This design comes from an exercise in tuning for small area on the open sky130 flow, not from production work.
The RTL was checked by simulation tests, not by an equivalence proof against the original design.
The flow treats the clock pin as an ideal source. Dropping or thinning the clock tree relies on that and would not hold on a real chip.
Power is estimated from default activity; no workload was simulated.

## P
==> flow/design.v (excerpt) <==
module fpga_top(SW, KEY, CLOCK_50, LEDR, HEX0, HEX1);
    input [9:0] SW;
    input [3:0] KEY;
    input CLOCK_50;
    output [9:0] LEDR;
    output [6:0] HEX0, HEX1;
    wire [7:0] data_result;
    quad_core u0(
        .clk(CLOCK_50),
        .resetn(KEY[0]),
        .go_n(KEY[1]),
        .data_in(SW[7:0]),
        .data_result(data_result)
    );
    assign LEDR[9:0] = {2'b00, data_result};
    hex_decoder H0(.hex_digit(data_result[3:0]), .segments(HEX0));
    hex_decoder H1(.hex_digit(data_result[7:4]), .segments(HEX1));
endmodule
export LEC_CHECK = 0
export ABC_AREA = 1
export CAP_MARGIN = 0
export CORE_MARGIN = 2
export CORE_UTILIZATION = 65
export GPL_TIMING_DRIVEN = 0
export PLACE_DENSITY = 0.75
export SLEW_MARGIN = 0
create_clock -name core_clock -period 10.0 [get_ports {CLOCK_50}]
standard.sh (not shown) runs the stock make flow with config.mk's settings and CLKGATE_MAP_FILE= SYNTH_SCRIPT=/design/flow/synth_recipe.tcl, a recipe that flattens the netlist after the stock synthesis.
==> flow/flow/run.sh <==
#!/bin/bash
# Layout flow: the standard flow (standard.sh) with these changes:
#  - synthesis: the purely combinational modules of the design (mac8, dsel,
#    ctrl, hex_decoder) are taken from the hand-mapped cell netlists in
#    flow/cells.v instead of being synthesized from their RTL bodies; the
#    registers stay in the RTL and are inferred as in the standard synthesis.
#    Yosys's full-adder extraction is off and ABC uses an area script.
#  - ports are buffered with sky130_fd_sc_hd__buf_1.
#  - clock tree: the clock port drives two clkbuf_8, each driving half of
#    the register clock pins, grouped by position (flow/n_buf.tcl, run in
#    place of TritonCTS).
set -euo pipefail
here=$(pwd)
python3 - "$FLOW_DESIGN" flow/cells.v design_cells.v > swap_modules.log 2>&1 <<'PY'
import re, sys
src = open(sys.argv[1]).read()
cells = open(sys.argv[2]).read()
for m in re.finditer(r'^\s*module\s+(\w+)\b.*?^\s*endmodule\b', cells, re.S | re.M):
    name = m.group(1)
    mm = re.search(r'^\s*module\s+' + name + r'\b.*?^\s*endmodule\b', src, re.S | re.M)
    assert mm, "module %s not found" % name
    src = src[:mm.start()] + "\n" + m.group(0) + "\n" + src[mm.end():]
    print("replaced", name)
open(sys.argv[3], 'w').write(src)
PY
cp flow/abc_area_deep.script abc_area_deep.script
{
  head -n 1 synth_recipe.tcl
  cat <<TCL
proc abc {args} {
  set i [lsearch -exact \$args -script]
  if {\$i >= 0} { set args [lreplace \$args [expr {\$i+1}] [expr {\$i+1}] $here/abc_area_deep.script] }
  set j [lsearch -exact \$args -D]
  if {\$j >= 0} { set args [lreplace \$args \$j [expr {\$j+1}]] }
  yosys abc {*}\$args
}
TCL
  tail -n +2 synth_recipe.tcl
} > my_synth.tcl
export CLKBUF_CELL=sky130_fd_sc_hd__clkbuf_8 CLKBUF_COUNT=2
bash standard.sh VERILOG_FILES="$here/design_cells.v" ADDER_MAP_FILE= SYNTH_INSBUF=0 SYNTH_SCRIPT="$here/my_synth.tcl" \
  BUFFER_PORTS_ARGS="-inputs -outputs -buffer_cell sky130_fd_sc_hd__buf_1" \
  PRE_CTS_TCL="$here/flow/n_buf.tcl" \
  finish > standard_flow.log 2>&1
Other scripts of this flow, unchanged in this note and not shown: flow/flow/abc_area_deep.script, flow/flow/cells.v, flow/flow/n_buf.tcl
#### Input delta (Q over P)
-- flow/flow/run.sh --
<<< P, line 5
#    flow/cells.v instead of being synthesized from their RTL bodies; the
#    registers stay in the RTL and are inferred as in the standard synthesis.
#    Yosys's full-adder extraction is off and ABC uses an area script.
#  - ports are buffered with sky130_fd_sc_hd__buf_1.
#  - clock tree: the clock port drives two clkbuf_8, each driving half of
>>> Q, line 5
#    flow/cells.v instead of being synthesized from their RTL bodies; the
#    registers stay in the RTL and are inferred as in the standard synthesis.
#    Yosys's full-adder extraction and pass-through buffering are off and
#    ABC uses an area script.
#  - ports are buffered with sky130_fd_sc_hd__buf_1.
#  - clock tree: the clock port drives two clkbuf_8, each driving half of
- In summary, Q completed successfully, with a layout that passed the timing, DRC and antenna checks.
- Diff P..Q | total power density per cell area | unchanged
- Between Q and P, the combinational share of power figures differ only marginally.
- P -> Q: length of routed met2 wiring delta 0, exact match
- | fmax | P vs Q | ≈ equal |
- Clock group share of total power: Q vs P — no meaningful difference
- Comparing P against Q, there is no change at all in post-synthesis share of cell area spent on and, or, nand and nor gates.
- As far as final period demand of the worst path goes, Q and P are indistinguishable; the numbers are identical.
- Diff Q..P | total routed wirelength | negligible
- As far as netlist area before placement is concerned, P and Q perform about the same.
- Reported for P and Q, setup slack after layout turned out identical to the last digit.
No run of this note takes its clock network from TritonCTS; it comes from the design's own scripts or RTL.

========
Another version of the RTL of fpga_top (not shown whole).
Size: ~230 cells after synthesis, roughly 36 flip-flops, ~39 I/O pins, ~0.0023 mm^2 of cells after synthesis.
clock: 10.0 ns
lec_check: 0
abc_area: 1
cap_margin: 20
core_margin: 2
core_utilization: 65
place_density: 0.75
slew_margin: 20
==> flow/flow/run.sh <==
#!/bin/bash
# Layout flow: the standard flow (standard.sh) with these changes:
#  - synthesis: the purely combinational modules of the design (mac8, dsel,
#    ctrl, hex_decoder) are taken from the hand-mapped cell netlists in
#    flow/cells.v instead of being synthesized from their RTL bodies; the
#    registers stay in the RTL and are inferred as in the standard synthesis.
#    Yosys's full-adder extraction is off and ABC uses an area script.
#  - ports are buffered with sky130_fd_sc_hd__buf_1.
#  - clock tree: the clock port drives two clkbuf_8, each driving half of
#    the register clock pins, grouped by position (flow/n_buf.tcl, run in
#    place of TritonCTS).
set -euo pipefail
here=$(pwd)
python3 - "$FLOW_DESIGN" flow/cells.v design_cells.v > swap_modules.log 2>&1 <<'PY'
import re, sys
src = open(sys.argv[1]).read()
cells = open(sys.argv[2]).read()
for m in re.finditer(r'^\s*module\s+(\w+)\b.*?^\s*endmodule\b', cells, re.S | re.M):
    name = m.group(1)
    mm = re.search(r'^\s*module\s+' + name + r'\b.*?^\s*endmodule\b', src, re.S | re.M)
    assert mm, "module %s not found" % name
    src = src[:mm.start()] + "\n" + m.group(0) + "\n" + src[mm.end():]
    print("replaced", name)
open(sys.argv[3], 'w').write(src)
PY
cp flow/abc_area_deep.script abc_area_deep.script
{
  head -n 1 synth_recipe.tcl
  cat <<TCL
proc abc {args} {
  set i [lsearch -exact \$args -script]
  if {\$i >= 0} { set args [lreplace \$args [expr {\$i+1}] [expr {\$i+1}] $here/abc_area_deep.script] }
  set j [lsearch -exact \$args -D]
  if {\$j >= 0} { set args [lreplace \$args \$j [expr {\$j+1}]] }
  yosys abc {*}\$args
}
TCL
  tail -n +2 synth_recipe.tcl
} > my_synth.tcl
export CLKBUF_CELL=sky130_fd_sc_hd__clkbuf_8 CLKBUF_COUNT=2
bash standard.sh VERILOG_FILES="$here/design_cells.v" ADDER_MAP_FILE= SYNTH_SCRIPT="$here/my_synth.tcl" \
  BUFFER_PORTS_ARGS="-inputs -outputs -buffer_cell sky130_fd_sc_hd__buf_1" \
  PRE_CTS_TCL="$here/flow/n_buf.tcl" \
  finish > standard_flow.log 2>&1
Other scripts of this flow, unchanged in this note and not shown: flow/flow/abc_area_deep.script, flow/flow/cells.v, flow/flow/n_buf.tcl
The baseline completed without violations.
==> next run, changes <==
--- a/flow/config.mk
+++ b/flow/config.mk
@@ -8,3 +8,3 @@
 export ABC_AREA = 1
-export CAP_MARGIN = 20
+export CAP_MARGIN = 0
 export CORE_MARGIN = 2
@@ -12,2 +12,2 @@
 export PLACE_DENSITY = 0.75
-export SLEW_MARGIN = 20
+export SLEW_MARGIN = 0
Effect:
- The new run went through all stages and came out clean
- clock power stays flat
- routed wire length stays the same
- sequential share of layout area does not change
- area after synthesis does not change
- first-iteration DRC count is unchanged
- total power does not change
- design area does not change
- maximum frequency stays the same
- flip-flop and latch count does not change
- sequential power is about the same
- combinational power barely changes
==> next run, changes <==
--- a/flow/config.mk
+++ b/flow/config.mk
@@ -8,6 +8,7 @@
 export ABC_AREA = 1
-export CAP_MARGIN = 0
+export CAP_MARGIN = 20
 export CORE_MARGIN = 2
 export CORE_UTILIZATION = 65
+export GPL_TIMING_DRIVEN = 0
 export PLACE_DENSITY = 0.75
-export SLEW_MARGIN = 0
+export SLEW_MARGIN = 20
=> Power went down by 0.85%. Core utilization rises by 0.56 points. Cell count goes up by 0.32%. Final area rises by 0.76%. Die area does not change. Routed wire length barely changes.
No run of this note takes its clock network from TritonCTS; it comes from the design's own scripts or RTL.

========
fpga_top again, from the RTL that the note above started with.
==> flow/design.v (excerpt) <==
module fpga_top(SW, KEY, CLOCK_50, LEDR, HEX0, HEX1);
    input [9:0] SW;
    input [3:0] KEY;
    input CLOCK_50;
    output [9:0] LEDR;
    output [6:0] HEX0, HEX1;
    wire [7:0] data_result;
    quad_core u0(
        .clk(CLOCK_50),
        .resetn(KEY[0]),
        .go_n(KEY[1]),
        .data_in(SW[7:0]),
        .data_result(data_result)
    );
    assign LEDR[9:0] = {2'b00, data_result};
    hex_decoder H0(.hex_digit(data_result[3:0]), .segments(HEX0));
    hex_decoder H1(.hex_digit(data_result[7:4]), .segments(HEX1));
endmodule
Settings: LEC_CHECK=0, ABC_AREA=1, CAP_MARGIN=20, CORE_MARGIN=2, CORE_UTILIZATION=65, PLACE_DENSITY=0.75, SLEW_MARGIN=20; clock period 10.0 ns.
==> flow/flow/run.sh <==
#!/bin/bash
# Layout flow: the standard flow (standard.sh) with these changes:
#  - synthesis: the purely combinational modules of the design (mac8, dsel,
#    ctrl, hex_decoder) are taken from the hand-mapped cell netlists in
#    flow/cells.v instead of being synthesized from their RTL bodies; the
#    registers stay in the RTL and are inferred as in the standard synthesis.
#    Yosys's full-adder extraction is off and ABC uses an area script.
#  - ports are buffered with sky130_fd_sc_hd__buf_1.
#  - clock tree: the clock port drives two clkbuf_8, each driving half of
#    the register clock pins, grouped by position (flow/n_buf.tcl, run in
#    place of TritonCTS).
set -euo pipefail
here=$(pwd)
python3 - "$FLOW_DESIGN" flow/cells.v design_cells.v > swap_modules.log 2>&1 <<'PY'
import re, sys
src = open(sys.argv[1]).read()
cells = open(sys.argv[2]).read()
for m in re.finditer(r'^\s*module\s+(\w+)\b.*?^\s*endmodule\b', cells, re.S | re.M):
    name = m.group(1)
    mm = re.search(r'^\s*module\s+' + name + r'\b.*?^\s*endmodule\b', src, re.S | re.M)
    assert mm, "module %s not found" % name
    src = src[:mm.start()] + "\n" + m.group(0) + "\n" + src[mm.end():]
    print("replaced", name)
open(sys.argv[3], 'w').write(src)
PY
cp flow/abc_area_deep.script abc_area_deep.script
{
  head -n 1 synth_recipe.tcl
  cat <<TCL
proc abc {args} {
  set i [lsearch -exact \$args -script]
  if {\$i >= 0} { set args [lreplace \$args [expr {\$i+1}] [expr {\$i+1}] $here/abc_area_deep.script] }
  set j [lsearch -exact \$args -D]
  if {\$j >= 0} { set args [lreplace \$args \$j [expr {\$j+1}]] }
  yosys abc {*}\$args
}
TCL
  tail -n +2 synth_recipe.tcl
} > my_synth.tcl
export CLKBUF_CELL=sky130_fd_sc_hd__clkbuf_8 CLKBUF_COUNT=2
bash standard.sh VERILOG_FILES="$here/design_cells.v" ADDER_MAP_FILE= SYNTH_INSBUF=0 SYNTH_SCRIPT="$here/my_synth.tcl" \
  BUFFER_PORTS_ARGS="-inputs -outputs -buffer_cell sky130_fd_sc_hd__buf_1" \
  PRE_CTS_TCL="$here/flow/n_buf.tcl" \
  finish > standard_flow.log 2>&1
Other scripts of this flow, unchanged in this note and not shown: flow/flow/abc_area_deep.script, flow/flow/cells.v, flow/flow/n_buf.tcl
Change:
Settings changed: GPL_TIMING_DRIVEN from default to 0.
What happened:
- global-route usage grows by 0.52 points
- design area is about the same
- hold slack gets better by 9.4 ps
- core utilization stays flat
- total power grows by 0.70%
- maximum frequency shrinks by 4.9%
- synthesized cell count stays the same
- wire length grows by 2.2%
- area after synthesis is unchanged
In every run of this note, the design's own scripts or RTL, not TritonCTS, make the clock network.

[what the ideal ports hide]
In the flow no input, the clock included, has a driving cell. The finished layouts below were timed again as built, in two steps.
Step 1 (the two cells are an assumption about what drives the block):
set clk [get_ports {CLOCK_50}]
set_driving_cell -lib_cell sky130_fd_sc_hd__clkbuf_16 $clk
set_driving_cell -lib_cell sky130_fd_sc_hd__buf_2 [delete_from_list [all_inputs] $clk]
Step 2 adds t to the input delays and takes it off the output delays; t is the mean of the earliest and latest rising clock arrival at the registers after step 1. Input paths then give back, and output paths get back, about the clock's delay inside the block.
Slacks: no drivers / after step 1 / after step 2; pairs: no drivers / after step 1.
| run | t, ns | setup slack, ns | worst data-port slew with drivers (ns) |
|---|---|---|---|
| P | 0.197 | 0.676 / 0.693 / 0.496 | 0.03 |
| Q | 0.197 | 0.676 / 0.693 / 0.496 | 0.03 |
| the first run of note 2 | 0.197 | 1.073 / 1.088 / 0.891 | 0.03 |
| the second run of note 2 | 0.197 | 1.073 / 1.088 / 0.891 | 0.03 |
| the third run of note 2 | 0.201 | 0.683 / 0.701 / 0.500 | 0.03 |
| the first run of note 3 | 0.193 | 1.136 / 1.152 / 0.960 | 0.03 |
| the second run of note 3 | 0.193 | 0.681 / 0.695 / 0.502 | 0.03 |
After both steps every run listed still meets setup and hold. The setup slack of the third run of note 2, which loses most, moves by +0.018 ns with the drivers and by -0.183 ns with both steps.
